Source: an optimization exercise on an open RTL-to-GDS flow (aim: small area and a short achievable clock period). Production flows keep margins and buffers that such runs may drop. Where RTL was checked, it was by simulation tests only, not by an equivalence proof against the original. No functional check of the RTL was part of run 1. No activity file was given, so power comes from the tool's default toggle rates.

==> design.v <==
module alu (
    input               i_clk,
    input               i_rst_n,
    input               i_valid,
    input signed [11:0] i_data_a,
    input signed [11:0] i_data_b,
    input        [2:0]  i_inst,
    output              o_valid,
    output       [11:0] o_data,
    output              o_overflow
);
reg  [13:0] x_r, y_r;
reg         o_valid_r, ovf_r, abs_r, mac_r, run_r;
reg         f_0, f_m1, f_m2;
wire [11:0] o_data_w;
wire [14:0] zz  = {1'b0, x_r} + {1'b0, y_r};
wire        c_top = zz[14];
wire [2:0]  zm   = zz[13:11];
wire        hz   = c_top ? f_m1 : f_0;      
wire        ho1  = c_top ? f_m2 : f_m1;     
wire        m_ov = ~((hz & ~|zm) | (ho1 & &zm));
assign o_data_w   = zz[11:0];
assign o_valid    = o_valid_r;
assign o_data     = o_data_w & {12{run_r}};
assign o_overflow = (m_ov & ~abs_r & run_r) | ovf_r;
wire        is_mul    = (i_inst[2:1] == 2'b01);
wire        is_mac    = (i_inst == 3'b011);
wire        is_abs    = (i_inst == 3'b111);
wire        mul_en    = i_valid & is_mul;
wire        addsub_en = i_valid & (i_inst[2:1] == 2'b00);
wire        mean_en   = i_valid & (i_inst == 3'b110);
wire        acc_en    = mac_r & (is_mac | ~i_valid);
wire        ovf_old   = mac_r & (m_ov | ovf_r);
wire        sa   = i_data_a[11], sb = i_data_b[11];
wire [11:0] ra   = i_data_a ^ {12{sa}};
wire [11:0] rb   = i_data_b ^ {12{sb}};
wire [12:0] cmp  = {1'b0, ra} + {1'b0, ~rb} + {12'd0, sa & ~sb};
wire        a_ge = cmp[12];
reg  [11:0] oth;
always @(*) begin
  case (i_inst)
    3'b000:  oth = i_data_b;
    3'b001:  oth = ~i_data_b;                       
    3'b100:  oth = ~(i_data_a ^ i_data_b);
    3'b101:  oth = sa ? 12'd0 : i_data_a;
    3'b110:  oth = {sb, i_data_b[11:1]};            
    default: oth = a_ge ? ra : rb;                  
  endcase
end
wire [11:0] row   = acc_en ? o_data_w : (oth & {12{i_valid & ~is_mul}});
wire        row_c = i_valid & ((i_inst == 3'b001) | (is_abs & (a_ge ? sa : sb)));
wire        rnd   = mean_en ? i_data_b[0] : 1'b1;
wire one1;
wire two2;
wire neg3;
wire pp4;
wire pp5;
wire pp6;
wire pp7;
wire pp8;
wire pp9;
wire pp10;
wire pp11;
wire pp12;
wire pp13;
wire pp14;
wire pp15;
wire pp16;
wire one17;
wire two18;
wire neg19;
wire pp20;
wire pp21;
wire pp22;
wire pp23;
wire pp24;
wire pp25;
wire pp26;
wire pp27;
wire pp28;
wire pp29;
wire pp30;
wire pp31;
wire pp32;
wire one33;
wire two34;
wire neg35;
wire pp36;
wire pp37;
wire pp38;
wire pp39;
wire pp40;
wire pp41;
wire pp42;
wire pp43;
wire pp44;
wire pp45;
wire pp46;
wire pp47;
wire pp48;
wire one49;
wire two50;
wire neg51;
wire pp52;
wire pp53;
wire pp54;
wire pp55;
wire pp56;
wire pp57;
wire pp58;
wire pp59;
wire pp60;
wire pp61;
wire pp62;
wire pp63;
wire pp64;
wire one65;
wire two66;
wire neg67;
wire pp68;
wire pp69;
wire pp70;
wire pp71;
wire pp72;
wire pp73;
wire pp74;
wire pp75;
wire pp76;
wire pp77;
wire pp78;
wire pp79;
wire pp80;
wire one81;
wire two82;
wire neg83;
wire pp84;
wire pp85;
wire pp86;
wire pp87;
wire pp88;
wire pp89;
wire pp90;
wire pp91;
wire pp92;
wire pp93;
wire pp94;
wire pp95;
wire pp96;
wire s97;
wire c98;
wire s99;
wire c100;
wire s101;
wire c102;
wire s103;
wire c104;
wire s105;
wire c106;
wire s107;
wire c108;
wire s109;
wire c110;
wire s111;
wire c112;
wire s113;
wire c114;
wire s115;
wire c116;
wire s117;
wire c118;
wire s119;
wire c120;
wire s121;
wire c122;
wire s123;
wire c124;
wire s125;
wire c126;
wire s127;
wire c128;
wire s129;
wire c130;
wire s131;
wire c132;
wire s133;
wire c134;
wire s135;
wire c136;
wire s137;
wire c138;
wire s139;
wire c140;
wire s141;
wire c142;
wire s143;
wire c144;
wire s145;
wire c146;
wire s147;
wire c148;
wire s149;
wire c150;
wire s151;
wire c152;
wire s153;
wire c154;
wire s155;
wire c156;
wire s157;
wire c158;
wire s159;
wire c160;
wire s161;
wire c162;
wire s163;
wire c164;
wire s165;
wire c166;
wire s167;
wire c168;
wire s169;
wire c170;
wire s171;
wire c172;
wire s173;
wire c174;
wire s175;
wire c176;
wire s177;
wire c178;
wire s179;
wire c180;
wire s181;
wire c182;
wire s183;
wire c184;
wire s185;
wire c186;
wire s187;
wire c188;
wire s189;
wire c190;
wire s191;
wire c192;
wire s193;
wire c194;
wire s195;
wire c196;
wire s197;
wire c198;
wire s199;
wire c200;
wire s201;
wire c202;
wire s203;
wire c204;
wire s205;
wire c206;
wire s207;
wire c208;
wire s209;
wire c210;
wire s211;
wire c212;
wire s213;
wire c214;
wire s215;
wire c216;
wire s217;
wire c218;
wire s219;
wire c220;
wire s221;
wire c222;
wire s223;
wire c224;
wire s225;
wire c226;
wire s227;
wire c228;
wire s229;
wire c230;
wire s231;
wire c232;
wire s233;
wire c234;
wire s235;
wire c236;
wire s237;
wire c238;
wire s239;
wire c240;
wire s241;
wire c242;
wire s243;
wire c244;
wire s245;
wire c246;
wire s247;
wire c248;
wire s249;
wire c250;
wire s251;
wire c252;
assign one1 = mul_en & (i_data_b[0] ^ 1'b0);
assign two2 = mul_en & ((i_data_b[1] & ~i_data_b[0] & ~1'b0) | (~i_data_b[1] & i_data_b[0] & 1'b0));
assign neg3 = mul_en & (i_data_b[1] & ~(i_data_b[0] & 1'b0));
assign pp4 = (i_data_a[0] & one1) ^ neg3;
assign pp5 = ((i_data_a[1] & one1) | (i_data_a[0] & two2)) ^ neg3;
assign pp6 = ((i_data_a[2] & one1) | (i_data_a[1] & two2)) ^ neg3;
assign pp7 = ((i_data_a[3] & one1) | (i_data_a[2] & two2)) ^ neg3;
assign pp8 = ((i_data_a[4] & one1) | (i_data_a[3] & two2)) ^ neg3;
assign pp9 = ((i_data_a[5] & one1) | (i_data_a[4] & two2)) ^ neg3;
assign pp10 = ((i_data_a[6] & one1) | (i_data_a[5] & two2)) ^ neg3;
assign pp11 = ((i_data_a[7] & one1) | (i_data_a[6] & two2)) ^ neg3;
assign pp12 = ((i_data_a[8] & one1) | (i_data_a[7] & two2)) ^ neg3;
assign pp13 = ((i_data_a[9] & one1) | (i_data_a[8] & two2)) ^ neg3;
assign pp14 = ((i_data_a[10] & one1) | (i_data_a[9] & two2)) ^ neg3;
assign pp15 = ((i_data_a[11] & one1) | (i_data_a[10] & two2)) ^ neg3;
assign pp16 = ~(((i_data_a[11] & one1) | (i_data_a[11] & two2)) ^ neg3);
assign one17 = mul_en & (i_data_b[2] ^ i_data_b[1]);
assign two18 = mul_en & ((i_data_b[3] & ~i_data_b[2] & ~i_data_b[1]) | (~i_data_b[3] & i_data_b[2] & i_data_b[1]));
assign neg19 = mul_en & (i_data_b[3] & ~(i_data_b[2] & i_data_b[1]));
assign pp20 = (i_data_a[0] & one17) ^ neg19;
assign pp21 = ((i_data_a[1] & one17) | (i_data_a[0] & two18)) ^ neg19;
assign pp22 = ((i_data_a[2] & one17) | (i_data_a[1] & two18)) ^ neg19;
assign pp23 = ((i_data_a[3] & one17) | (i_data_a[2] & two18)) ^ neg19;
assign pp24 = ((i_data_a[4] & one17) | (i_data_a[3] & two18)) ^ neg19;
assign pp25 = ((i_data_a[5] & one17) | (i_data_a[4] & two18)) ^ neg19;
assign pp26 = ((i_data_a[6] & one17) | (i_data_a[5] & two18)) ^ neg19;
assign pp27 = ((i_data_a[7] & one17) | (i_data_a[6] & two18)) ^ neg19;
assign pp28 = ((i_data_a[8] & one17) | (i_data_a[7] & two18)) ^ neg19;
assign pp29 = ((i_data_a[9] & one17) | (i_data_a[8] & two18)) ^ neg19;
assign pp30 = ((i_data_a[10] & one17) | (i_data_a[9] & two18)) ^ neg19;
assign pp31 = ((i_data_a[11] & one17) | (i_data_a[10] & two18)) ^ neg19;
assign pp32 = ~(((i_data_a[11] & one17) | (i_data_a[11] & two18)) ^ neg19);
assign one33 = (mul_en & (i_data_b[4] ^ i_data_b[3])) | mean_en;
assign two34 = (mul_en & ((i_data_b[5] & ~i_data_b[4] & ~i_data_b[3]) | (~i_data_b[5] & i_data_b[4] & i_data_b[3]))) | addsub_en;
assign neg35 = mul_en & (i_data_b[5] & ~(i_data_b[4] & i_data_b[3]));
assign pp36 = (i_data_a[0] & one33) ^ neg35;
assign pp37 = ((i_data_a[1] & one33) | (i_data_a[0] & two34)) ^ neg35;
assign pp38 = ((i_data_a[2] & one33) | (i_data_a[1] & two34)) ^ neg35;
assign pp39 = ((i_data_a[3] & one33) | (i_data_a[2] & two34)) ^ neg35;
assign pp40 = ((i_data_a[4] & one33) | (i_data_a[3] & two34)) ^ neg35;
assign pp41 = ((i_data_a[5] & one33) | (i_data_a[4] & two34)) ^ neg35;
assign pp42 = ((i_data_a[6] & one33) | (i_data_a[5] & two34)) ^ neg35;
assign pp43 = ((i_data_a[7] & one33) | (i_data_a[6] & two34)) ^ neg35;
assign pp44 = ((i_data_a[8] & one33) | (i_data_a[7] & two34)) ^ neg35;
assign pp45 = ((i_data_a[9] & one33) | (i_data_a[8] & two34)) ^ neg35;
assign pp46 = ((i_data_a[10] & one33) | (i_data_a[9] & two34)) ^ neg35;
assign pp47 = ((i_data_a[11] & one33) | (i_data_a[10] & two34)) ^ neg35;
assign pp48 = ~(((i_data_a[11] & one33) | (i_data_a[11] & two34)) ^ neg35);
assign one49 = mul_en & (i_data_b[6] ^ i_data_b[5]);
assign two50 = mul_en & ((i_data_b[7] & ~i_data_b[6] & ~i_data_b[5]) | (~i_data_b[7] & i_data_b[6] & i_data_b[5]));
assign neg51 = mul_en & (i_data_b[7] & ~(i_data_b[6] & i_data_b[5]));
assign pp52 = (i_data_a[0] & one49) ^ neg51;
assign pp53 = ((i_data_a[1] & one49) | (i_data_a[0] & two50)) ^ neg51;
assign pp54 = ((i_data_a[2] & one49) | (i_data_a[1] & two50)) ^ neg51;
assign pp55 = ((i_data_a[3] & one49) | (i_data_a[2] & two50)) ^ neg51;
assign pp56 = ((i_data_a[4] & one49) | (i_data_a[3] & two50)) ^ neg51;
assign pp57 = ((i_data_a[5] & one49) | (i_data_a[4] & two50)) ^ neg51;
assign pp58 = ((i_data_a[6] & one49) | (i_data_a[5] & two50)) ^ neg51;
assign pp59 = ((i_data_a[7] & one49) | (i_data_a[6] & two50)) ^ neg51;
assign pp60 = ((i_data_a[8] & one49) | (i_data_a[7] & two50)) ^ neg51;
assign pp61 = ((i_data_a[9] & one49) | (i_data_a[8] & two50)) ^ neg51;
assign pp62 = ((i_data_a[10] & one49) | (i_data_a[9] & two50)) ^ neg51;
assign pp63 = ((i_data_a[11] & one49) | (i_data_a[10] & two50)) ^ neg51;
assign pp64 = ~(((i_data_a[11] & one49) | (i_data_a[11] & two50)) ^ neg51);
assign one65 = mul_en & (i_data_b[8] ^ i_data_b[7]);
assign two66 = mul_en & ((i_data_b[9] & ~i_data_b[8] & ~i_data_b[7]) | (~i_data_b[9] & i_data_b[8] & i_data_b[7]));
assign neg67 = mul_en & (i_data_b[9] & ~(i_data_b[8] & i_data_b[7]));
assign pp68 = (i_data_a[0] & one65) ^ neg67;
assign pp69 = ((i_data_a[1] & one65) | (i_data_a[0] & two66)) ^ neg67;
assign pp70 = ((i_data_a[2] & one65) | (i_data_a[1] & two66)) ^ neg67;
assign pp71 = ((i_data_a[3] & one65) | (i_data_a[2] & two66)) ^ neg67;
assign pp72 = ((i_data_a[4] & one65) | (i_data_a[3] & two66)) ^ neg67;
assign pp73 = ((i_data_a[5] & one65) | (i_data_a[4] & two66)) ^ neg67;
assign pp74 = ((i_data_a[6] & one65) | (i_data_a[5] & two66)) ^ neg67;
assign pp75 = ((i_data_a[7] & one65) | (i_data_a[6] & two66)) ^ neg67;
assign pp76 = ((i_data_a[8] & one65) | (i_data_a[7] & two66)) ^ neg67;
assign pp77 = ((i_data_a[9] & one65) | (i_data_a[8] & two66)) ^ neg67;
assign pp78 = ((i_data_a[10] & one65) | (i_data_a[9] & two66)) ^ neg67;
assign pp79 = ((i_data_a[11] & one65) | (i_data_a[10] & two66)) ^ neg67;
assign pp80 = ~(((i_data_a[11] & one65) | (i_data_a[11] & two66)) ^ neg67);
assign one81 = mul_en & (i_data_b[10] ^ i_data_b[9]);
assign two82 = mul_en & ((i_data_b[11] & ~i_data_b[10] & ~i_data_b[9]) | (~i_data_b[11] & i_data_b[10] & i_data_b[9]));
assign neg83 = mul_en & (i_data_b[11] & ~(i_data_b[10] & i_data_b[9]));
assign pp84 = (i_data_a[0] & one81) ^ neg83;
assign pp85 = ((i_data_a[1] & one81) | (i_data_a[0] & two82)) ^ neg83;
assign pp86 = ((i_data_a[2] & one81) | (i_data_a[1] & two82)) ^ neg83;
assign pp87 = ((i_data_a[3] & one81) | (i_data_a[2] & two82)) ^ neg83;
assign pp88 = ((i_data_a[4] & one81) | (i_data_a[3] & two82)) ^ neg83;
assign pp89 = ((i_data_a[5] & one81) | (i_data_a[4] & two82)) ^ neg83;
assign pp90 = ((i_data_a[6] & one81) | (i_data_a[5] & two82)) ^ neg83;
assign pp91 = ((i_data_a[7] & one81) | (i_data_a[6] & two82)) ^ neg83;
assign pp92 = ((i_data_a[8] & one81) | (i_data_a[7] & two82)) ^ neg83;
assign pp93 = ((i_data_a[9] & one81) | (i_data_a[8] & two82)) ^ neg83;
assign pp94 = ((i_data_a[10] & one81) | (i_data_a[9] & two82)) ^ neg83;
assign pp95 = ((i_data_a[11] & one81) | (i_data_a[10] & two82)) ^ neg83;
assign pp96 = ~(((i_data_a[11] & one81) | (i_data_a[11] & two82)) ^ neg83);
assign s97 = neg3 ^ pp4;
assign c98 = neg3 & pp4;
assign s99 = pp5 ^ c98;
assign c100 = pp5 & c98;
assign s101 = neg19 ^ pp20 ^ pp6;
assign c102 = (neg19 & pp20) | (pp6 & (neg19 ^ pp20));
assign s103 = s101 ^ c100;
assign c104 = s101 & c100;
assign s105 = pp21 ^ pp7 ^ c102;
assign c106 = (pp21 & pp7) | (c102 & (pp21 ^ pp7));
assign s107 = c104 ^ s105;
assign c108 = c104 & s105;
assign s109 = rnd ^ neg35 ^ pp22;
assign c110 = (rnd & neg35) | (pp22 & (rnd ^ neg35));
assign s111 = pp36 ^ pp8 ^ s109;
assign c112 = (pp36 & pp8) | (s109 & (pp36 ^ pp8));
assign s113 = c106 ^ s111 ^ c108;
assign c114 = (c106 & s111) | (c108 & (c106 ^ s111));
assign s115 = pp23 ^ pp37 ^ pp9;
assign c116 = (pp23 & pp37) | (pp9 & (pp23 ^ pp37));
assign s117 = c110 ^ s115 ^ c112;
assign c118 = (c110 & s115) | (c112 & (c110 ^ s115));
assign s119 = s117 ^ row[0] ^ row_c;
assign c120 = (s117 & row[0]) | (row_c & (s117 ^ row[0]));
assign s121 = neg51 ^ pp10 ^ pp24;
assign c122 = (neg51 & pp10) | (pp24 & (neg51 ^ pp10));
assign s123 = pp38 ^ pp52 ^ c116;
assign c124 = (pp38 & pp52) | (c116 & (pp38 ^ pp52));
assign s125 = s121 ^ s123 ^ c118;
assign c126 = (s121 & s123) | (c118 & (s121 ^ s123));
assign s127 = row[1] ^ s125;
assign c128 = row[1] & s125;
assign s129 = pp11 ^ pp25 ^ pp39;
assign c130 = (pp11 & pp25) | (pp39 & (pp11 ^ pp25));
assign s131 = pp53 ^ c122 ^ s129;
assign c132 = (pp53 & c122) | (s129 & (pp53 ^ c122));
assign s133 = c124 ^ s131 ^ row[2];
assign c134 = (c124 & s131) | (row[2] & (c124 ^ s131));
assign s135 = c126 ^ s133;
assign c136 = c126 & s133;
assign s137 = neg67 ^ pp12 ^ pp26;
assign c138 = (neg67 & pp12) | (pp26 & (neg67 ^ pp12));
assign s139 = pp40 ^ pp54 ^ pp68;
assign c140 = (pp40 & pp54) | (pp68 & (pp40 ^ pp54));
assign s141 = c130 ^ s137 ^ s139;
assign c142 = (c130 & s137) | (s139 & (c130 ^ s137));
assign s143 = c132 ^ s141 ^ row[3];
assign c144 = (c132 & s141) | (row[3] & (c132 ^ s141));
assign s145 = c134 ^ s143;
assign c146 = c134 & s143;
assign s147 = pp13 ^ pp27 ^ pp41;
assign c148 = (pp13 & pp27) | (pp41 & (pp13 ^ pp27));
assign s149 = pp55 ^ pp69 ^ c138;
assign c150 = (pp55 & pp69) | (c138 & (pp55 ^ pp69));
assign s151 = c140 ^ s147 ^ c142;
assign c152 = (c140 & s147) | (c142 & (c140 ^ s147));
assign s153 = s149 ^ s151 ^ row[4];
assign c154 = (s149 & s151) | (row[4] & (s149 ^ s151));
assign s155 = c144 ^ s153;
assign c156 = c144 & s153;
assign s157 = neg83 ^ pp14 ^ pp28;
assign c158 = (neg83 & pp14) | (pp28 & (neg83 ^ pp14));
assign s159 = pp42 ^ pp56 ^ pp70;
assign c160 = (pp42 & pp56) | (pp70 & (pp42 ^ pp56));
assign s161 = pp84 ^ c148 ^ s157;
assign c162 = (pp84 & c148) | (s157 & (pp84 ^ c148));
assign s163 = s159 ^ c150 ^ s161;
assign c164 = (s159 & c150) | (s161 & (s159 ^ c150));
assign s165 = c152 ^ s163 ^ row[5];
assign c166 = (c152 & s163) | (row[5] & (c152 ^ s163));
assign s167 = c154 ^ s165;
assign c168 = c154 & s165;
assign s169 = pp15 ^ pp29 ^ pp43;
assign c170 = (pp15 & pp29) | (pp43 & (pp15 ^ pp29));
assign s171 = pp57 ^ pp71 ^ pp85;
assign c172 = (pp57 & pp71) | (pp85 & (pp57 ^ pp71));
assign s173 = c158 ^ c160 ^ s169;
assign c174 = (c158 & c160) | (s169 & (c158 ^ c160));
assign s175 = s171 ^ c162 ^ s173;
assign c176 = (s171 & c162) | (s173 & (s171 ^ c162));
assign s177 = c164 ^ s175 ^ row[6];
assign c178 = (c164 & s175) | (row[6] & (c164 ^ s175));
assign s179 = c166 ^ s177;
assign c180 = c166 & s177;
assign s181 = 1'b1 ^ pp16 ^ pp30;
assign c182 = (1'b1 & pp16) | (pp30 & (1'b1 ^ pp16));
assign s183 = pp44 ^ pp58 ^ pp72;
assign c184 = (pp44 & pp58) | (pp72 & (pp44 ^ pp58));
assign s185 = pp86 ^ c170 ^ c172;
assign c186 = (pp86 & c170) | (c172 & (pp86 ^ c170));
assign s187 = s181 ^ s183 ^ c174;
assign c188 = (s181 & s183) | (c174 & (s181 ^ s183));
assign s189 = s185 ^ c176 ^ s187;
assign c190 = (s185 & c176) | (s187 & (s185 ^ c176));
assign s191 = row[7] ^ s189 ^ c178;
assign c192 = (row[7] & s189) | (c178 & (row[7] ^ s189));
assign s193 = 1'b1 ^ pp31 ^ pp45;
assign c194 = (1'b1 & pp31) | (pp45 & (1'b1 ^ pp31));
assign s195 = pp59 ^ pp73 ^ pp87;
assign c196 = (pp59 & pp73) | (pp87 & (pp59 ^ pp73));
assign s197 = c182 ^ c184 ^ s193;
assign c198 = (c182 & c184) | (s193 & (c182 ^ c184));
assign s199 = s195 ^ c186 ^ s197;
assign c200 = (s195 & c186) | (s197 & (s195 ^ c186));
assign s201 = c188 ^ s199 ^ row[8];
assign c202 = (c188 & s199) | (row[8] & (c188 ^ s199));
assign s203 = c190 ^ s201;
assign c204 = c190 & s201;
assign s205 = pp32 ^ pp46 ^ pp60;
assign c206 = (pp32 & pp46) | (pp60 & (pp32 ^ pp46));
assign s207 = pp74 ^ pp88 ^ c194;
assign c208 = (pp74 & pp88) | (c194 & (pp74 ^ pp88));
assign s209 = c196 ^ s205 ^ c198;
assign c210 = (c196 & s205) | (c198 & (c196 ^ s205));
assign s211 = s207 ^ c200 ^ s209;
assign c212 = (s207 & c200) | (s209 & (s207 ^ c200));
assign s213 = row[9] ^ s211 ^ c202;
assign c214 = (row[9] & s211) | (c202 & (row[9] ^ s211));
assign s215 = 1'b1 ^ pp47 ^ pp61;
assign c216 = (1'b1 & pp47) | (pp61 & (1'b1 ^ pp47));
assign s217 = pp75 ^ pp89 ^ c206;
assign c218 = (pp75 & pp89) | (c206 & (pp75 ^ pp89));
assign s219 = s215 ^ c208 ^ s217;
assign c220 = (s215 & c208) | (s217 & (s215 ^ c208));
assign s221 = c210 ^ s219 ^ row[10];
assign c222 = (c210 & s219) | (row[10] & (c210 ^ s219));
assign s223 = c212 ^ s221;
assign c224 = c212 & s221;
assign s225 = 1'b1 ^ pp48 ^ pp62;
assign c226 = (1'b1 & pp48) | (pp62 & (1'b1 ^ pp48));
assign s227 = pp76 ^ pp90 ^ c216;
assign c228 = (pp76 & pp90) | (c216 & (pp76 ^ pp90));
assign s229 = s225 ^ c218 ^ s227;
assign c230 = (s225 & c218) | (s227 & (s225 ^ c218));
assign s231 = c220 ^ s229 ^ ~row[11];
assign c232 = (c220 & s229) | (~row[11] & (c220 ^ s229));
assign s233 = c222 ^ s231;
assign c234 = c222 & s231;
assign s235 = pp63 ^ pp77 ^ pp91;
assign c236 = (pp63 & pp77) | (pp91 & (pp63 ^ pp77));
assign s237 = c226 ^ s235 ^ c228;
assign c238 = (c226 & s235) | (c228 & (c226 ^ s235));
assign s239 = c230 ^ s237 ^ c232;
assign c240 = (c230 & s237) | (c232 & (c230 ^ s237));
assign s241 = pp64 ^ pp78 ^ pp92;
assign c242 = (pp64 & pp78) | (pp92 & (pp64 ^ pp78));
assign s243 = c236 ^ s241 ^ c238;
assign c244 = (c236 & s241) | (c238 & (c236 ^ s241));
assign s245 = 1'b1 ^ pp79 ^ pp93;
assign c246 = (1'b1 & pp79) | (pp93 & (1'b1 ^ pp79));
assign s247 = c242 ^ s245;
assign c248 = c242 & s245;
assign s249 = pp80 ^ pp94 ^ c246;
assign c250 = (pp80 & pp94) | (c246 & (pp80 ^ pp94));
assign s251 = 1'b1 ^ pp95;
assign c252 = 1'b1 & pp95;
wire [4:0] tx = {1'b1, pp96, s251, c248, s247};
wire [4:0] ty = {1'b0, c252, c250, s249, c244};
wire [4:0] tp = tx ^ ty, to = tx | ty, ta = tx & ty;
wire        f0_d  = ~tp[0] & (&(tp[4:1] ~^ to[3:0]));
wire        fm1_d =  tp[0] & (&(tp[4:1] ~^ ~ta[3:0]));
wire        fm2_d = ~tp[0] & (tp[1] ~^ ~to[0]) & (&(tp[4:2] ~^ ~ta[3:1]));
always @(posedge i_clk) begin
  x_r  <= {s243, c234, c224, s223, c204, s203, c180, c168, c156, c146, c136, c128, c120, c114};
  y_r  <= {c240, s239, s233, c214, s213, c192, s191, s179, s167, s155, s145, s135, s127, s119};
  f_0  <= f0_d;
  f_m1 <= fm1_d;
  f_m2 <= fm2_d;
end
always @(posedge i_clk or negedge i_rst_n) begin
  if (~i_rst_n) begin
    o_valid_r <= 1'b0;
    run_r     <= 1'b0;
    ovf_r     <= 1'b0;
    abs_r     <= 1'b0;
    mac_r     <= 1'b0;
  end else begin
    o_valid_r <= i_valid;
    run_r     <= 1'b1;
    abs_r     <= is_abs;
    if (i_valid) begin
      mac_r <= is_mac;
      ovf_r <= is_mac & ovf_old;
    end else begin
      ovf_r <= ovf_old;
    end
  end
end
endmodule
==> flow/run.sh <==
#!/bin/bash
# The standard layout, with these changes: the port buffers are buf_2 cells;
# after synthesis flow/fapol.py flips full-adder cells (a full adder is
# self-dual) where that removes inverters between them, and flow/faxor.py
# then builds each full adder from two xor2 gates and a maj3 gate, whose sum
# path is faster than the fa cell's. Registers are untouched.
set -euo pipefail
export BUFFER_PORTS_ARGS="-buffer_cell sky130_fd_sc_hd__buf_2"
R=orfs/results/sky130hd/alu/base
bash standard.sh synth > synth.log 2>&1
python3 flow/fapol.py $R/1_2_yosys.v > fapol.log 2>&1
python3 flow/faxor.py $R/1_2_yosys.v > faxor.log 2>&1
rm -f $R/1_synth.odb $R/1_synth.sdc
bash standard.sh > standard.log 2>&1
==> flow/fapol.py <==
#!/usr/bin/env python3
"""Remove inverters around full-adder cells in a Yosys netlist.

A full adder is self-dual: FA(~a, ~b, ~c) = (~sum, ~cout).  Synthesis maps
adders with arbitrary input and output polarity and leaves inverters between
them.  This pass flips full adders (inverts all three inputs and both outputs)
when that lowers the number of inverters, and rewrites the netlist in place.
It changes no register and no function.
usage: fapol.py netlist.v"""
import re, sys, collections

path = sys.argv[1]
text = open(path).read()
cell_re = re.compile(r'^(\s*)(sky130_fd_sc_hd__\w+)\s+(\S+)\s*\((.*?)\);\n', re.S | re.M)
pin_re = re.compile(r'\.(\w+)\(([^()]*)\)')

cells = {}      # name -> [type, {pin: net}]
order = []
for m in cell_re.finditer(text):
    typ, name, body = m.group(2), m.group(3), m.group(4)
    cells[name] = [typ, {p: n.strip() for p, n in pin_re.findall(body)}]
    order.append(name)

OUT = {'X', 'Y', 'SUM', 'COUT', 'Q', 'Q_N', 'HI', 'LO'}
def is_inv(n): return re.match(r'sky130_fd_sc_hd__(clk)?inv_\d+$', cells[n][0]) is not None
def is_fa(n): return re.match(r'sky130_fd_sc_hd__fa_\d+$', cells[n][0]) is not None

hdr = text[:text.index(');') + 2]
ports = set()
for m in re.finditer(r'^\s*(input|output)\s+(\[\d+:\d+\]\s+)?(\S+);', text, re.M):
    ports.add(m.group(3))
def is_port(net):
    return net.split('[')[0].strip() in ports or net.startswith("1'")

def build():
    drv, loads = {}, collections.defaultdict(list)
    for n, (t, pins) in cells.items():
        for p, net in pins.items():
            if p in OUT: drv[net] = (n, p)
            else: loads[net].append((n, p))
    return drv, loads

newcnt = [0]
def newnet():
    newcnt[0] += 1
    return f'_fapol{newcnt[0]}_'
new_wires = []

def inv_of(net, drv, loads):
    """an existing inverter whose input is net"""
    for (n, p) in loads[net]:
        if is_inv(n) and p == 'A': return n
    return None

def cost_flip(f, drv, loads):
    t, pins = cells[f]
    d = 0
    for p in ('A', 'B', 'CIN'):
        x = pins[p]
        src = drv.get(x)
        if src and is_inv(src[0]):
            d -= 1 if len(loads[x]) == 1 else 0
        elif inv_of(x, drv, loads) is None:
            d += 1
    for p in ('SUM', 'COUT'):
        y = pins[p]
        ls = loads[y]
        invs = [n for n, q in ls if is_inv(n)]
        others = len(ls) - len(invs) + (1 if is_port(y) else 0)
        d -= len(invs)
        if others: d += 1
    return d

def flip(f, drv, loads):
    t, pins = cells[f]
    for p in ('A', 'B', 'CIN'):
        x = pins[p]
        src = drv.get(x)
        if src and is_inv(src[0]):
            pins[p] = cells[src[0]][1]['A']
        else:
            i = inv_of(x, drv, loads)
            if i is None:
                y = newnet(); new_wires.append(y)
                i = f'_fapolinv{newcnt[0]}_'
                cells[i] = ['sky130_fd_sc_hd__inv_1', {'A': x, 'Y': y}]
                order.append(i)
            pins[p] = cells[i][1]['Y']
    for p in ('SUM', 'COUT'):
        y = pins[p]
        ls = list(loads[y])
        y2 = newnet(); new_wires.append(y2)
        pins[p] = y2
        others = False
        for n, q in ls:
            if is_inv(n) and q == 'A':
                # this inverter's output equals y2: move its loads to y2
                z = cells[n][1]['Y']
                if is_port(z):
                    cells[n][1]['A'] = y2     # keep as buffer-free inverter? no: z = ~y = y2
                    # z must equal y2; drive z with a buffer-like pair is not needed:
                    # keep inverter fed by original y instead
                    cells[n][1]['A'] = y
                    others = True
                    continue
                for n2, q2 in loads[z]:
                    cells[n2][1][q2] = y2
                del cells[n]
            else:
                others = True
        if others or is_port(y):
            i = f'_fapolinv{newcnt[0]}_o{p}'
            cells[i] = ['sky130_fd_sc_hd__inv_1', {'A': y2, 'Y': y}]
            order.append(i)

changed = True
passes = 0
nflip = 0
while changed and passes < 50:
    changed = False
    passes += 1
    for f in list(order):
        if f not in cells or not is_fa(f): continue
        drv, loads = build()
        if cost_flip(f, drv, loads) < 0:
            flip(f, drv, loads)
            nflip += 1
            changed = True
    # drop inverters with no loads
    drv, loads = build()
    for n in list(cells):
        if is_inv(n):
            y = cells[n][1]['Y']
            if not loads[y] and not is_port(y):
                del cells[n]

before = sum(1 for l in cell_re.finditer(text) if re.match(r'sky130_fd_sc_hd__(clk)?inv_\d+$', l.group(2)))
after = sum(1 for n in cells if is_inv(n))
sys.stderr.write(f'fapol: {nflip} flips, inverters {before} -> {after}\n')

# rewrite
out = []
pos = 0
first = None
for m in cell_re.finditer(text):
    if first is None: first = m.start()
    last = m.end()
body = text[first:last]
lines = []
for n in order:
    if n not in cells: continue
    t, pins = cells[n]
    conn = ',\n'.join(f'    .{p}({net}' + (' )' if net.startswith('\\') else ')') for p, net in pins.items())
    lines.append(f'  {t} {n} (\n{conn}\n  );\n')
decl = ''.join(f'  wire {w};\n' for w in new_wires)
text2 = text[:first] + decl + ''.join(lines) + text[last:]
open(path, 'w').write(text2)
==> flow/faxor.py <==
#!/usr/bin/env python3
"""Replace full-adder cells by two XOR gates and a majority gate.

The sum output of sky130's fa cell is slow; two xor2 gates give the sum
faster, and a maj3 gate gives the carry.  The function is unchanged and no
register is touched.  usage: faxor.py netlist.v"""
import re, sys

path = sys.argv[1]
text = open(path).read()
cell_re = re.compile(r'^(\s*)(sky130_fd_sc_hd__fa_\d+)\s+(\S+)\s*\((.*?)\);\n', re.S | re.M)
pin_re = re.compile(r'\.(\w+)\(([^()]*)\)')
wires = []
n = [0]

def net(x):
    return x + (' ' if x.startswith('\\') else '')

def repl(m):
    ind, typ, name, body = m.groups()
    pins = {p: v.strip() for p, v in pin_re.findall(body)}
    n[0] += 1
    t = f'_faxor{n[0]}_'
    wires.append(t)
    out = ''
    if pins.get('SUM'):
        out += f'{ind}sky130_fd_sc_hd__xor2_1 _faxa{n[0]}_ (.A({net(pins["A"])}), .B({net(pins["B"])}), .X({t}));\n'
        out += f'{ind}sky130_fd_sc_hd__xor2_1 _faxb{n[0]}_ (.A({t}), .B({net(pins["CIN"])}), .X({net(pins["SUM"])}));\n'
    if pins.get('COUT'):
        out += f'{ind}sky130_fd_sc_hd__maj3_1 _faxc{n[0]}_ (.A({net(pins["A"])}), .B({net(pins["B"])}), .C({net(pins["CIN"])}), .X({net(pins["COUT"])}));\n'
    return out

text2 = cell_re.sub(repl, text)
# declare the new wires after the module header's port list
i = text2.index(');', text2.index('module ')) + 2
text2 = text2[:i] + '\n' + ''.join(f'  wire {w};\n' for w in wires) + text2[i:]
open(path, 'w').write(text2)
sys.stderr.write(f'faxor: {n[0]} full adders replaced\n')
==> standard.sh <==
#!/bin/bash
# synth_recipe.tcl (not shown) runs the flow's synth.tcl, then flattens the netlist and writes it again
# the make line also repeats each setting of config.mk as NAME=value (left out here)
make -C /OpenROAD-flow-scripts/flow DESIGN_CONFIG=/design/flow/config.mk WORK_HOME=/design/flow/orfs CLKGATE_MAP_FILE= SYNTH_SCRIPT=/design/flow/synth_recipe.tcl "${@:-finish}"
==> config.mk <==
export PLATFORM = sky130hd
export DESIGN_NAME = alu
export DESIGN_NICKNAME = alu
export VERILOG_FILES = /design/flow/design.v
export SDC_FILE = /design/flow/constraint.sdc
export NUM_CORES = 4
export LEC_CHECK = 0
export CAP_MARGIN = 0
export CORE_MARGIN = 2
export CORE_UTILIZATION = 40
export CTS_BUF_LIST = sky130_fd_sc_hd__clkbuf_4 sky130_fd_sc_hd__clkbuf_8
export SETUP_SLACK_MARGIN = 5.0
export SLEW_MARGIN = 0
export TNS_END_PERCENT = 5
==> constraint.sdc <==
create_clock -name core_clock -period 10.0 [get_ports {i_clk}]
set_input_delay 2.0000 -clock core_clock [delete_from_list [all_inputs] [get_ports {i_clk}]]
set_output_delay 2.0000 -clock core_clock [all_outputs]
set_load 0.01 [all_outputs]
==> impl_metrics.json, run 1 <==
{
  "slew_headroom": 0.6363,
  "ios": 44,
  "grt_pass1_wl_um": 32470,
  "layout_common_cells": "144 x xor2_1, 75 x inv_1, 58 x a21oi_1",
  "grt_max_degree": 43,
  "worst_ep_required_time_ps": 10170,
  "nNetsFinal": 1075,
  "avgSynthCellArea_um2": 7.618,
  "finClkSkew_ps": 1.539,
  "grt_pass1_vias": 5930,
  "finalMaxSlewViolations": 0,
  "finalHoldViolations": 0,
  "crit_path_top_delay_cell": "or4_4",
  "min_delay_path_depth": 2,
  "hold_start": "mac_r",
  "vias": 6734,
  "cts_tree": "built",
  "wl_per_cell_um": 17.97,
  "fp.dieW_um": 137.0,
  "syn_nets": 1027,
  "clockBufferDepth": 2,
  "io_buffers": 43,
  "post-route-min-period_ps": 4994,
  "maxCapViolCount": 0,
  "fp-row-count": 48,
  "cp-endpoint": "y_r[3]",
  "htreeDepth": 2,
  "antenna_found_initial": 0,
  "cp.arrival_ps": 5160,
  "cts_sinks": 36,
  "ant_nets": 0,
  "critPathMaxFanout": 15,
  "r2r_start": "x_r[0]",
  "p_leak_nw": 3.612,
  "fmax_mhz": 200.2,
  "dieHeight_um": 137.0,
  "initial_core_util": 0.4091,
  "syn_to_final_growth_pct": 23.16,
  "worst_pin_slew_ps": 531.8,
  "cp-startpoint": "i_data_a[11]",
  "via_per_inst": 5.598,
  "worst_skew_pair.late_latency_ps": 280,
  "synth_cells": 929,
  "r2r_slack_ps": 7000,
  "grt_setup_unrepaired": "yes",
  "yosys_warnings": 1,
  "cts_inserted_buffers": 5,
  "postRouteWirelength_um": 21620,
  "cp_num_cells": 16,
  "critPathBufInv": 7,
  "worstHoldPathType": "reg -> reg",
  "grt-ovfl-total": 0,
  "drc": 0,
  "power_density_mw_per_mm2": 129.9,
  "initialDrtViolationCount": 610,
  "place_ws_ps": 3431,
  "reg2regPathDepth": 13,
  "endpoint_kind": "flop",
  "final_common_cell": "xor2_1",
  "groute.usage.overall": 0.2192,
  "reg2reg_to": "y_r[11]",
  "root_buffer": "clkbuf_8",
  "gp_congestion": 0.9196,
  "nFillCells": 1670,
  "max_stage_delay_ps": 520,
  "worstSetupPathType": "in -> reg",
  "finalCritPeriodShare": 0.4994,
  "drive_gt1_frac": 0.2301,
  "setup-tns-final_ps": 0,
  "drtPass1Iterations": 5,
  "ir_drop_v": 0.00009624,
  "path_clk_slew_ps": 70,
  "status": "timing/DRC/antenna clean",
  "path_cells": "buf_12 > clkinvlp_4 > buf_6 > buf_4 > ha_4 > inv_1 > ha_1 > a211oi_4 > buf_4 > or4_4 > nand3_1 > a21oi_1 > a2bb2oi_2 > maj3_1 > inv_1 > ha_1",
  "cp-start-kind": "input pin",
  "crit_family": "adder cells",
  "synth_area_mm2": 0.007077,
  "antenna_cells": 0,
  "setup_ws_ps": 5006,
  "die-area_mm2": 0.01877,
  "dp_hpwl_um": 15370,
  "core-area_mm2": 0.01730,
  "finalSetupViolations": 0
}
-- layer usage --
| metal | global-route usage | vias to the layer above | wire, um |
|---|---|---|---|
| met5 | 0 | - | 0 |
| li1 | - | 3310 | - |
| met3 | 0.03111 | 33 | 1528 |
| met4 | 0.04868 | 0 | 443 |
| met2 | 0.3505 | 268 | 9811 |
| met1 | 0.3105 | 3123 | 9839 |
-- worst reg2reg max path, cell delays in order, from the launching register on --
cell and delay [ps]:
dfxtp_1 300, ha_1 240, maj3_1 360, inv_1 90
nand2b_1 140, a21oi_1 130, o211a_4 300, o21a_1 170
nor2_1 110, xnor2_1 240, a32oi_2 160, maj3_1 380
inv_1 60, ha_1 210
-- report_power, final --
part	switching [mW]	total [mW]	internal [mW]	leakage, nW
registers	0.0174	0.207	0.190	0.321
clock network	0.0517	0.125	0.0737	0.0541
logic	0.457	0.799	0.342	3.24
-- sequential cells by signal (all words and copies together), names as in the netlist --
signal,cells
mac_r,1
f_m2,1
f_m1,1
o_valid_r,1
y_r,14
ovf_r,1
abs_r,1
x_r,14
f_0,1
run_r,1
-- worst min-delay path by stage --
stage                  to  slack (ps)
global route        mac_r         590
CTS                 mac_r         560
global placement    mac_r         540
finish              mac_r         550
detailed placement  mac_r         540
floorplan           mac_r         520
-- final cells by class --
| cell class | count | area, um2 | area share |
|---|---|---|---|
| Sequential cell | 36 | 745.7 | 0.08556 |
| Clock inverter | 3 | 42.54 | 0.004881 |
| Clock buffer | 5 | 68.82 | 0.007895 |
| Tap cell | 225 | 281.5 | 0.03230 |
| Inverter | 81 | 319.1 | 0.03661 |
| Timing Repair Buffer | 106 | 892.1 | 0.1024 |
| Multi-Input combinational cell | 747 | 6366 | 0.7304 |
-- metrics by stage --
step,cells,instance area [um2],util,power [mW],hold WS (ps)
2_1_floorplan,929,7191,-,0.7558,516.2
3_3_place_gp,1130,7371,0.4261,0.9122,539.2
3_5_place_dp,1130,7371,0.4261,0.9186,542.6
4_1_cts,1170,7921,0.4580,1.066,555.6
5_1_grt,1203,8716,0.5039,1.226,593.6
6_report,1203,8716,0.5039,1.132,555.0
-- what timing repair did --
action,4_1_cts,5_1_grt
hold endpoints to repair,0,0
setup buffers,31,30
setup endpoints to repair,31,29
gates resized for setup,41,94
gates cloned,1,3
pin swaps,9,31
hold buffers,0,0
==> inputs of run 2 (changes only) <==
--- a/design.v
+++ b/design.v
@@ -404,8 +404,8 @@
 assign c100 = pp5 & c98;
 assign s101 = neg19 ^ pp20 ^ pp6;
 assign c102 = (neg19 & pp20) | (pp6 & (neg19 ^ pp20));
-assign s103 = s101 ^ c100;
-assign c104 = s101 & c100;
+assign s103 = c100 ^ s101;
+assign c104 = c100 & s101;
 assign s105 = pp21 ^ pp7 ^ c102;
 assign c106 = (pp21 & pp7) | (c102 & (pp21 ^ pp7));
 assign s107 = c104 ^ s105;
@@ -420,16 +420,16 @@
 assign c116 = (pp23 & pp37) | (pp9 & (pp23 ^ pp37));
 assign s117 = c110 ^ s115 ^ c112;
 assign c118 = (c110 & s115) | (c112 & (c110 ^ s115));
-assign s119 = s117 ^ row[0] ^ row_c;
-assign c120 = (s117 & row[0]) | (row_c & (s117 ^ row[0]));
+assign s119 = row[0] ^ row_c ^ s117;
+assign c120 = (row[0] & row_c) | (s117 & (row[0] ^ row_c));
 assign s121 = neg51 ^ pp10 ^ pp24;
 assign c122 = (neg51 & pp10) | (pp24 & (neg51 ^ pp10));
 assign s123 = pp38 ^ pp52 ^ c116;
 assign c124 = (pp38 & pp52) | (c116 & (pp38 ^ pp52));
-assign s125 = s121 ^ s123 ^ c118;
-assign c126 = (s121 & s123) | (c118 & (s121 ^ s123));
-assign s127 = row[1] ^ s125;
-assign c128 = row[1] & s125;
+assign s125 = s121 ^ s123 ^ row[1];
+assign c126 = (s121 & s123) | (row[1] & (s121 ^ s123));
+assign s127 = c118 ^ s125;
+assign c128 = c118 & s125;
 assign s129 = pp11 ^ pp25 ^ pp39;
 assign c130 = (pp11 & pp25) | (pp39 & (pp11 ^ pp25));
 assign s131 = pp53 ^ c122 ^ s129;
@@ -452,10 +452,10 @@
 assign c148 = (pp13 & pp27) | (pp41 & (pp13 ^ pp27));
 assign s149 = pp55 ^ pp69 ^ c138;
 assign c150 = (pp55 & pp69) | (c138 & (pp55 ^ pp69));
-assign s151 = c140 ^ s147 ^ c142;
-assign c152 = (c140 & s147) | (c142 & (c140 ^ s147));
-assign s153 = s149 ^ s151 ^ row[4];
-assign c154 = (s149 & s151) | (row[4] & (s149 ^ s151));
+assign s151 = c140 ^ s147 ^ s149;
+assign c152 = (c140 & s147) | (s149 & (c140 ^ s147));
+assign s153 = c142 ^ row[4] ^ s151;
+assign c154 = (c142 & row[4]) | (s151 & (c142 ^ row[4]));
 assign s155 = c144 ^ s153;
 assign c156 = c144 & s153;
 assign s157 = neg83 ^ pp14 ^ pp28;
@@ -466,8 +466,8 @@
 assign c162 = (pp84 & c148) | (s157 & (pp84 ^ c148));
 assign s163 = s159 ^ c150 ^ s161;
 assign c164 = (s159 & c150) | (s161 & (s159 ^ c150));
-assign s165 = c152 ^ s163 ^ row[5];
-assign c166 = (c152 & s163) | (row[5] & (c152 ^ s163));
+assign s165 = row[5] ^ c152 ^ s163;
+assign c166 = (row[5] & c152) | (s163 & (row[5] ^ c152));
 assign s167 = c154 ^ s165;
 assign c168 = c154 & s165;
 assign s169 = pp15 ^ pp29 ^ pp43;
@@ -478,8 +478,8 @@
 assign c174 = (c158 & c160) | (s169 & (c158 ^ c160));
 assign s175 = s171 ^ c162 ^ s173;
 assign c176 = (s171 & c162) | (s173 & (s171 ^ c162));
-assign s177 = c164 ^ s175 ^ row[6];
-assign c178 = (c164 & s175) | (row[6] & (c164 ^ s175));
+assign s177 = row[6] ^ c164 ^ s175;
+assign c178 = (row[6] & c164) | (s175 & (row[6] ^ c164));
 assign s179 = c166 ^ s177;
 assign c180 = c166 & s177;
 assign s181 = 1'b1 ^ pp16 ^ pp30;
@@ -488,12 +488,12 @@
 assign c184 = (pp44 & pp58) | (pp72 & (pp44 ^ pp58));
 assign s185 = pp86 ^ c170 ^ c172;
 assign c186 = (pp86 & c170) | (c172 & (pp86 ^ c170));
-assign s187 = s181 ^ s183 ^ c174;
-assign c188 = (s181 & s183) | (c174 & (s181 ^ s183));
-assign s189 = s185 ^ c176 ^ s187;
-assign c190 = (s185 & c176) | (s187 & (s185 ^ c176));
-assign s191 = row[7] ^ s189 ^ c178;
-assign c192 = (row[7] & s189) | (c178 & (row[7] ^ s189));
+assign s187 = s181 ^ s183 ^ s185;
+assign c188 = (s181 & s183) | (s185 & (s181 ^ s183));
+assign s189 = c174 ^ row[7] ^ s187;
+assign c190 = (c174 & row[7]) | (s187 & (c174 ^ row[7]));
+assign s191 = c176 ^ s189 ^ c178;
+assign c192 = (c176 & s189) | (c178 & (c176 ^ s189));
 assign s193 = 1'b1 ^ pp31 ^ pp45;
 assign c194 = (1'b1 & pp31) | (pp45 & (1'b1 ^ pp31));
 assign s195 = pp59 ^ pp73 ^ pp87;
@@ -502,28 +502,28 @@
 assign c198 = (c182 & c184) | (s193 & (c182 ^ c184));
 assign s199 = s195 ^ c186 ^ s197;
 assign c200 = (s195 & c186) | (s197 & (s195 ^ c186));
-assign s201 = c188 ^ s199 ^ row[8];
-assign c202 = (c188 & s199) | (row[8] & (c188 ^ s199));
+assign s201 = row[8] ^ c188 ^ s199;
+assign c202 = (row[8] & c188) | (s199 & (row[8] ^ c188));
 assign s203 = c190 ^ s201;
 assign c204 = c190 & s201;
 assign s205 = pp32 ^ pp46 ^ pp60;
 assign c206 = (pp32 & pp46) | (pp60 & (pp32 ^ pp46));
 assign s207 = pp74 ^ pp88 ^ c194;
 assign c208 = (pp74 & pp88) | (c194 & (pp74 ^ pp88));
-assign s209 = c196 ^ s205 ^ c198;
-assign c210 = (c196 & s205) | (c198 & (c196 ^ s205));
-assign s211 = s207 ^ c200 ^ s209;
-assign c212 = (s207 & c200) | (s209 & (s207 ^ c200));
-assign s213 = row[9] ^ s211 ^ c202;
-assign c214 = (row[9] & s211) | (c202 & (row[9] ^ s211));
+assign s209 = c196 ^ s205 ^ s207;
+assign c210 = (c196 & s205) | (s207 & (c196 ^ s205));
+assign s211 = c198 ^ row[9] ^ s209;
+assign c212 = (c198 & row[9]) | (s209 & (c198 ^ row[9]));
+assign s213 = c200 ^ s211 ^ c202;
+assign c214 = (c200 & s211) | (c202 & (c200 ^ s211));
 assign s215 = 1'b1 ^ pp47 ^ pp61;
 assign c216 = (1'b1 & pp47) | (pp61 & (1'b1 ^ pp47));
 assign s217 = pp75 ^ pp89 ^ c206;
 assign c218 = (pp75 & pp89) | (c206 & (pp75 ^ pp89));
 assign s219 = s215 ^ c208 ^ s217;
 assign c220 = (s215 & c208) | (s217 & (s215 ^ c208));
-assign s221 = c210 ^ s219 ^ row[10];
-assign c222 = (c210 & s219) | (row[10] & (c210 ^ s219));
+assign s221 = row[10] ^ c210 ^ s219;
+assign c222 = (row[10] & c210) | (s219 & (row[10] ^ c210));
 assign s223 = c212 ^ s221;
 assign c224 = c212 & s221;
 assign s225 = 1'b1 ^ pp48 ^ pp62;
@@ -532,8 +532,8 @@
 assign c228 = (pp76 & pp90) | (c216 & (pp76 ^ pp90));
 assign s229 = s225 ^ c218 ^ s227;
 assign c230 = (s225 & c218) | (s227 & (s225 ^ c218));
-assign s231 = c220 ^ s229 ^ ~row[11];
-assign c232 = (c220 & s229) | (~row[11] & (c220 ^ s229));
+assign s231 = ~row[11] ^ c220 ^ s229;
+assign c232 = (~row[11] & c220) | (s229 & (~row[11] ^ c220));
 assign s233 = c222 ^ s231;
 assign c234 = c222 & s231;
 assign s235 = pp63 ^ pp77 ^ pp91;
==> flow/run.sh (replaced) <==
#!/bin/bash
# The standard layout, with these changes: the port buffers are buf_1 cells;
# after synthesis flow/fapol.py flips full-adder cells (a full adder is
# self-dual) where that removes inverters between them, and flow/faxor.py
# then builds each full adder from two xor2 gates and a maj3 gate (and each
# half adder from an xor2 and an and2 gate), whose sum
# path is faster than the fa cell's; flow/invabs.py then absorbs inverters
# into the XOR gates they feed (xor2 of an inverted input is xnor2).
# Registers are untouched.
set -euo pipefail
export BUFFER_PORTS_ARGS="-buffer_cell sky130_fd_sc_hd__buf_1"
R=orfs/results/sky130hd/alu/base
bash standard.sh synth > synth.log 2>&1
python3 flow/fapol.py $R/1_2_yosys.v > fapol.log 2>&1
python3 flow/faxor.py $R/1_2_yosys.v --ha > faxor.log 2>&1
python3 flow/invabs.py $R/1_2_yosys.v > invabs.log 2>&1
rm -f $R/1_synth.odb $R/1_synth.sdc
bash standard.sh > standard.log 2>&1
--- a/flow/faxor.py
+++ b/flow/faxor.py
@@ -1,12 +1,15 @@
 #!/usr/bin/env python3
-"""Replace full-adder cells by two XOR gates and a majority gate.
+"""Replace full-adder cells by two XOR gates and a majority gate (and, with
+--ha, half-adder cells by an XOR and an AND gate).
 
 The sum output of sky130's fa cell is slow; two xor2 gates give the sum
 faster, and a maj3 gate gives the carry.  The function is unchanged and no
 register is touched.  usage: faxor.py netlist.v"""
 import re, sys
 
-path = sys.argv[1]
+args = [a for a in sys.argv[1:] if not a.startswith('--')]
+path = args[0]
+do_ha = '--ha' in sys.argv
 text = open(path).read()
 cell_re = re.compile(r'^(\s*)(sky130_fd_sc_hd__fa_\d+)\s+(\S+)\s*\((.*?)\);\n', re.S | re.M)
 pin_re = re.compile(r'\.(\w+)\(([^()]*)\)')
@@ -31,8 +34,22 @@
     return out
 
 text2 = cell_re.sub(repl, text)
+nh = [0]
+def repl_ha(m):
+    ind, typ, name, body = m.groups()
+    pins = {p: v.strip() for p, v in pin_re.findall(body)}
+    nh[0] += 1
+    out = ''
+    if pins.get('SUM'):
+        out += f'{ind}sky130_fd_sc_hd__xor2_1 _haxa{nh[0]}_ (.A({net(pins["A"])}), .B({net(pins["B"])}), .X({net(pins["SUM"])}));\n'
+    if pins.get('COUT'):
+        out += f'{ind}sky130_fd_sc_hd__and2_1 _haxc{nh[0]}_ (.A({net(pins["A"])}), .B({net(pins["B"])}), .X({net(pins["COUT"])}));\n'
+    return out
+if do_ha:
+    ha_re = re.compile(r'^(\s*)(sky130_fd_sc_hd__ha_\d+)\s+(\S+)\s*\((.*?)\);\n', re.S | re.M)
+    text2 = ha_re.sub(repl_ha, text2)
 # declare the new wires after the module header's port list
 i = text2.index(');', text2.index('module ')) + 2
 text2 = text2[:i] + '\n' + ''.join(f'  wire {w};\n' for w in wires) + text2[i:]
 open(path, 'w').write(text2)
-sys.stderr.write(f'faxor: {n[0]} full adders replaced\n')
+sys.stderr.write(f'faxor: {n[0]} full adders replaced' + (f', {nh[0]} half adders' if do_ha else '') + '\n')
==> flow/invabs.py (new file) <==
#!/usr/bin/env python3
"""Absorb inverters into the XOR/XNOR gates (and two-inverter ANDs) they feed.

xor2(~a, b) = xnor2(a, b), and2(~a, ~b) = nor2(a, b).  An inverter whose
loads are all absorbed is removed.  Function and registers are unchanged.
usage: invabs.py netlist.v"""
import re, sys, collections

path = sys.argv[1]
text = open(path).read()
cell_re = re.compile(r'^(\s*)(sky130_fd_sc_hd__\w+)\s+(\S+)\s*\((.*?)\);\n', re.S | re.M)
pin_re = re.compile(r'\.(\w+)\(([^()]*)\)')
cells, order = {}, []
for m in cell_re.finditer(text):
    cells[m.group(3)] = [m.group(2), {p: v.strip() for p, v in pin_re.findall(m.group(4))}]
    order.append(m.group(3))
OUT = {'X', 'Y', 'SUM', 'COUT', 'Q', 'Q_N', 'HI', 'LO'}
ports = set()
for m in re.finditer(r'^\s*(input|output)\s+(\[\d+:\d+\]\s+)?(\S+);', text, re.M):
    ports.add(m.group(3))
is_port = lambda net: net.split('[')[0].strip() in ports
INV = re.compile(r'sky130_fd_sc_hd__(clk)?inv_\d+$')
XOR = re.compile(r'sky130_fd_sc_hd__(xor2|xnor2)_(\d+)$')
AND = re.compile(r'sky130_fd_sc_hd__and2_(\d+)$')

def build():
    drv, loads = {}, collections.defaultdict(list)
    for n, (t, pins) in cells.items():
        for p, v in pins.items():
            if p in OUT: drv[v] = n
            else: loads[v].append((n, p))
    return drv, loads

drv, loads = build()
inv_in = {}
for n, (t, pins) in cells.items():
    if INV.match(t): inv_in[pins['Y']] = pins['A']
nx = na = 0
for n in list(order):
    t, pins = cells[n]
    m = XOR.match(t)
    if m:
        flips = 0
        for p in ('A', 'B'):
            if pins[p] in inv_in and not is_port(pins[p]):
                pins[p] = inv_in[pins[p]]; flips += 1
        if flips % 2:
            kind = 'xnor2' if m.group(1) == 'xor2' else 'xor2'
            outp = 'Y' if m.group(1) == 'xor2' else 'X'
            out = pins.pop('X' if m.group(1) == 'xor2' else 'Y')
            pins[outp] = out
            cells[n][0] = f'sky130_fd_sc_hd__{kind}_{m.group(2)}'
        nx += flips > 0
        continue
    m = AND.match(t)
    if m and pins['A'] in inv_in and pins['B'] in inv_in and not is_port(pins['A']) and not is_port(pins['B']):
        cells[n] = ['sky130_fd_sc_hd__nor2_1', {'A': inv_in[pins['A']], 'B': inv_in[pins['B']], 'Y': pins['X']}]
        na += 1
drv, loads = build()
before = sum(1 for n in cells if INV.match(cells[n][0]))
for n in [n for n in cells if INV.match(cells[n][0])]:
    y = cells[n][1]['Y']
    if not loads[y] and not is_port(y):
        del cells[n]
after = sum(1 for n in cells if INV.match(cells[n][0]))
sys.stderr.write(f'invabs: {nx} xor gates and {na} and gates absorbed inverters; inverters {before} -> {after}\n')
first = last = None
for m in cell_re.finditer(text):
    if first is None: first = m.start()
    last = m.end()
lines = []
for n in order:
    if n not in cells: continue
    t, pins = cells[n]
    conn = ',\n'.join(f'    .{p}({v}' + (' )' if v.startswith('\\') else ')') for p, v in pins.items())
    nm = n + (' ' if n.startswith('\\') else '')
    lines.append(f'  {t} {nm}(\n{conn}\n  );\n')
open(path, 'w').write(text[:first] + ''.join(lines) + text[last:])
==> impl_metrics.json, run 2 <==
{
  "path_clk_slew_ps": 80,
  "cts_inserted_buffers": 5,
  "grt_pass1_wl_um": 31740,
  "finalSetupViolations": 0,
  "post-route-min-period_ps": 4962,
  "fp-row-count": 48,
  "antenna_found_initial": 0,
  "grt_setup_unrepaired": "yes",
  "finClkSkew_ps": 8.111,
  "postRouteWirelength_um": 20850,
  "syn_to_final_growth_pct": 19.99,
  "root_buffer": "clkbuf_8",
  "die-area_mm2": 0.01854,
  "io_buffers": 43,
  "finalHoldViolations": 0,
  "initialDrtViolationCount": 607,
  "grt-ovfl-total": 0,
  "ant_nets": 0,
  "worst_ep_required_time_ps": 10250,
  "nNetsFinal": 1060,
  "core-area_mm2": 0.01718,
  "ir_drop_v": 0.00009947,
  "hold_ws_ps": 576.7,
  "power_density_mw_per_mm2": 129.5,
  "initial_core_util": 0.4068,
  "worst_pin_slew_ps": 677.4,
  "final_common_cell": "xor2_1",
  "fmax_mhz": 201.5,
  "cts_tree": "built",
  "cp-start-kind": "input pin",
  "vias": 6873,
  "top_regs": "x_r: 14 flops, y_r: 14 flops",
  "cts_sinks": 36,
  "cts_hold_buf": 0,
  "drc": 0,
  "critPathMaxFanout": 14,
  "finalPower_mw": 1.086,
  "worstSetupPathType": "in -> reg",
  "slew_headroom": 0.5484,
  "yosys_warnings": 1,
  "synth_area_mm2": 0.006987,
  "status": "timing/DRC/antenna clean",
  "worst_skew_pair.late_latency_ps": 290,
  "avgSynthCellArea_um2": 7.255,
  "clockBufferDepth": 2,
  "maxCapViolCount": 0,
  "finalCritPeriodShare": 0.4962,
  "antenna_cells": 0,
  "fp.dieW_um": 136.2,
  "worstHoldPathType": "reg -> reg",
  "synth_cells": 963,
  "htreeDepth": 2,
  "finalMaxSlewViolations": 0,
  "setup-tns-final_ps": 0,
  "wl_per_cell_um": 16.60,
  "drtPass1Iterations": 6,
  "groute.usage.overall": 0.2152,
  "dp_hpwl_um": 15070,
  "via_per_inst": 5.472,
  "cp.arrival_ps": 5210,
  "syn_nets": 993,
  "endpoint_kind": "flop",
  "grt_max_degree": 42,
  "gp_congestion": 0.8687,
  "ios": 44,
  "drive_gt1_frac": 0.1629,
  "dieHeight_um": 136.2,
  "grt_pass1_vias": 6120,
  "p_leak_nw": 3.256,
  "layout_common_cells": "182 x xor2_1, 65 x and2_1, 65 x xnor2_1"
}
run 2: power by group:
group	leakage [nW]	internal (mW)	switching (mW)
sequential	0.321	0.190	0.0277
combinational	2.89	0.316	0.449
clock	0.0404	0.0492	0.0529
run 2: per-layer routing:
metal / track usage / wire length [um] / up-vias
met5: 0 / 0 / -
met4: 0.04572 / 354 / 0
met3: 0.02237 / 1400 / 27
met2: 0.3543 / 9356 / 229
met1: 0.3029 / 9733 / 3189
li1: - / - / 3428
run 2: repair_timing:
| action | in CTS | in global routing |
|---|---|---|
| hold endpoints to repair | 0 | 0 |
| setup buffers | 24 | 29 |
| gates resized for setup | 36 | 64 |
| pin swaps | 6 | 24 |
| cloned | 2 | 3 |
| setup endpoints to repair | 31 | 26 |
run 2: final timing paths:
path / from / endpoint / slack, ps / cells past startpoint
setup / recovery: i_inst[1] / y_r[8] / 5040 / 18
hold / removal: mac_r / mac_r / 580 / 2
setup reg to reg: y_r[2] / y_r[13] / 6940 / 10
hold reg to reg: mac_r / mac_r / 580 / 2
max in group asynchronous: i_rst_n / run_r / 8200 / 1
min in group asynchronous: i_rst_n / ovf_r / 1560 / 1
run 2: worst max-delay path, stage by stage:
cell and delay, ps:
buf_2 150, buf_12 160, inv_2 70, nor2_4 110, buf_4 150, nand2_8 80
buf_4 170, nor3_4 150, buf_12 160, buf_4 180, xor2_1 110, maj3_1 400
xnor2_2 160, xor2_1 190, xor2_1 210, maj3_2 340, maj3_1 360, inv_1 50
run 2: per-stage QoR:
| stage | cells | cell area, um2 | worst slack (ps) | util |
|---|---|---|---|---|
| 2_1_floorplan | 963 | 7084 | 4991 | - |
| 3_3_place_gp | 1190 | 7388 | 4080 | 0.4301 |
| 3_5_place_dp | 1190 | 7388 | 4068 | 0.4301 |
| 4_1_cts | 1224 | 7838 | 4965 | 0.4563 |
| 5_1_grt | 1256 | 8383 | 4926 | 0.4881 |
| 6_report | 1256 | 8383 | 5038 | 0.4881 |
run 2: area by class of cell:
class / count / area (um2)
inverters: 53 / 206.4
repair buffers: 118 / 892.1
well taps: 225 / 281.5
flip-flops and latches: 36 / 745.7
clock buffers: 5 / 68.82
multi-input cells: 816 / 6165
fillers: 1731 / 8793
clock inverters: 3 / 23.77
==> inputs of run 3 (changes only) <==
--- a/flow/run.sh
+++ b/flow/run.sh
@@ -1,5 +1,5 @@
 #!/bin/bash
-# The standard layout, with these changes: the port buffers are buf_1 cells;
+# The standard layout, with these changes: the port buffers are buf_2 cells;
 # after synthesis flow/fapol.py flips full-adder cells (a full adder is
 # self-dual) where that removes inverters between them, and flow/faxor.py
 # then builds each full adder from two xor2 gates and a maj3 gate (and each
@@ -8,7 +8,7 @@
 # into the XOR gates they feed (xor2 of an inverted input is xnor2).
 # Registers are untouched.
 set -euo pipefail
-export BUFFER_PORTS_ARGS="-buffer_cell sky130_fd_sc_hd__buf_1"
+export BUFFER_PORTS_ARGS="-buffer_cell sky130_fd_sc_hd__buf_2"
 R=orfs/results/sky130hd/alu/base
 bash standard.sh synth > synth.log 2>&1
 python3 flow/fapol.py $R/1_2_yosys.v > fapol.log 2>&1
==> impl_metrics.json, run 3 <==
{
  "status": "timing/DRC/antenna clean",
  "setup-tns-final_ps": 0,
  "ant_nets": 0,
  "core-area_mm2": 0.01718,
  "finalMaxSlewViolations": 0,
  "slew_headroom": 0.5796,
  "cts_tree": "built",
  "reg2regPathDepth": 10,
  "cts_inserted_buffers": 5,
  "postRouteWirelength_um": 20450,
  "cp-startpoint": "i_inst[1]",
  "r2r_slack_ps": 6870,
  "initial_core_util": 0.4068,
  "finClkSkew_ps": 11.70,
  "final_common_cell": "xor2_1",
  "cp-start-kind": "input pin",
  "vias": 6646,
  "multiInputGateArea_mm2": 0.006121,
  "p_leak_nw": 3.164,
  "drive_gt1_frac": 0.1563,
  "top_regs": "x_r: 14 flops, y_r: 14 flops",
  "cp-endpoint": "y_r[10]",
  "seqCellArea_um2": 745.7,
  "via_per_inst": 5.434,
  "htreeDepth": 2,
  "grt_pass1_vias": 5903,
  "layout_common_cells": "189 x xor2_1, 66 x and2_1, 62 x xnor2_1",
  "worst_ep_required_time_ps": 10230,
  "reg2reg_to": "y_r[13]",
  "yosys_warnings": 1,
  "grt_setup_unrepaired": "yes",
  "synth_cells": 963,
  "fmax_mhz": 204.1,
  "root_buffer": "clkbuf_8",
  "grt_pass1_wl_um": 32260,
  "finalHoldViolations": 0,
  "synth_area_mm2": 0.006987,
  "worst_skew_pair.late_latency_ps": 290,
  "fp.dieW_um": 136.2,
  "syn_nets": 993,
  "grt_max_degree": 42,
  "nFillCells": 1763,
  "drc": 0,
  "fp-row-count": 48,
  "antenna_found_initial": 1,
  "dieHeight_um": 136.2,
  "antenna_cells": 0,
  "worstSetupPathType": "in -> reg",
  "initialDrtViolationCount": 509,
  "path_clk_slew_ps": 70,
  "nNetsFinal": 1027,
  "ir_drop_v": 0.0001152,
  "wl_per_cell_um": 16.72,
  "min_delay_path_depth": 2,
  "finalCritPeriodShare": 0.4900,
  "syn_to_final_growth_pct": 16.14,
  "worstHoldPathType": "reg -> reg",
  "avgSynthCellArea_um2": 7.255,
  "clockBufferDepth": 2,
  "ios": 44,
  "endpoint_kind": "flop",
  "grt-ovfl-total": 0,
  "power_density_mw_per_mm2": 135.0,
  "dp_hpwl_um": 15280,
  "drtPass1Iterations": 5,
  "die-area_mm2": 0.01854,
  "r2r_start": "y_r[2]",
  "gp_congestion": 0.9245,
  "cp.arrival_ps": 5130,
  "maxCapViolCount": 0,
  "cts_sinks": 36,
  "groute.usage.overall": 0.2192,
  "critPathMaxFanout": 28,
  "post-route-min-period_ps": 4900,
  "io_buffers": 43,
  "finalPower_mw": 1.096,
  "worst_pin_slew_ps": 630.6,
  "finalSetupViolations": 0
}
## run 3: cell type report
type | count | area share
Clock buffer | 8 | 0.01280
Inverter | 53 | 0.02544
Multi-Input combinational cell | 815 | 0.7544
Sequential cell | 36 | 0.09190
Tap cell | 225 | 0.03470
Timing Repair Buffer | 86 | 0.08080
## run 3: routing by layer
| metal | GRT usage | share of wire | up-vias |
|---|---|---|---|
| li1 | - | - | 3361 |
| met1 | 0.3130 | 0.47 | 3043 |
| met2 | 0.3456 | 0.45 | 217 |
| met3 | 0.03654 | 0.065 | 25 |
| met4 | 0.04514 | 0.013 | 0 |
| met5 | 0 | 0 | - |
## run 3: repair_timing
item	in CTS	in global routing
cloned	0	2
endpoints found under the setup margin	31	26
setup buffers	17	20
pin swaps	5	10
gates resized for setup	20	52
hold buffers	0	0
## run 3: worst max-delay path, cell delays in order
cell	delay (ps)
buf_12	140
inv_2	90
nor2_4	270
buf_4	180
and3_4	290
a22oi_1	120
xor2_1	190
maj3_2	340
maj3_1	390
xor2_1	160
xor2_1	190
maj3_2	340
maj3_1	350
inv_1	50
## run 3: where the power goes
| group | switching [mW] | total [mW] | internal [mW] |
|---|---|---|---|
| clock network | 0.0453 | 0.111 | 0.0655 |
| logic | 0.454 | 0.767 | 0.313 |
| registers | 0.0275 | 0.218 | 0.190 |
## run 3: how the worst min path moves through the flow
stage | from | end | slack [ps]
after floorplan | mac_r | mac_r | 520
after global placement | mac_r | mac_r | 540
after detailed placement | mac_r | mac_r | 540
after CTS | mac_r | mac_r | 560
after global routing | mac_r | mac_r | 630
final | mac_r | mac_r | 560
## run 3: per-stage QoR
step                instances  hold WS [ps]  cell area, um2  utilization  setup WS (ps)
floorplan                 963         515.5            7084            -           4991
global placement         1176         540.6            7337       0.4272           4001
detailed placement       1176         544.6            7337       0.4272           3874
CTS                      1201         556.0            7665       0.4462           4913
global route             1223         628.1            8114       0.4724           4954
finish                   1223         559.8            8114       0.4724           5100

-- afterwards: timing with drivers on the ports --
The results above use ideal ports. As a check the final layouts listed here were re-extracted and re-timed, cells and wires unchanged.
Step 1: set_driving_cell puts a clkbuf_16 on i_clk and a buf_2 on each other input, an assumption about the parent block.
Step 2 moves the port delays by t, midway between the first and last clock arrival at a register: inputs arrive t later, outputs are due t later. That takes back most of the time a late clock gives input paths.
a / b / c = ideal / step 1 / step 2; a / b = the first two.
run	shift t [ns]	slack for setup (ns)	worst setup path after step 2	latest minus earliest clock arrival (ns)	slew at the worst register clock pin (ns)
run 1	0.307	5.006 / 4.971 / 4.664	input to register	0.002 / 0.002	0.07 / 0.07
run 2	0.318	5.038 / 5.046 / 4.728	input to register	0.008 / 0.008	0.08 / 0.08
run 3	0.311	5.100 / 5.071 / 4.760	input to register	0.012 / 0.012	0.07 / 0.07
After both steps setup and hold are still met in every run listed. For run 1, which loses most, drivers alone change the setup slack by -0.035 ns; drivers and shift together by -0.342 ns.
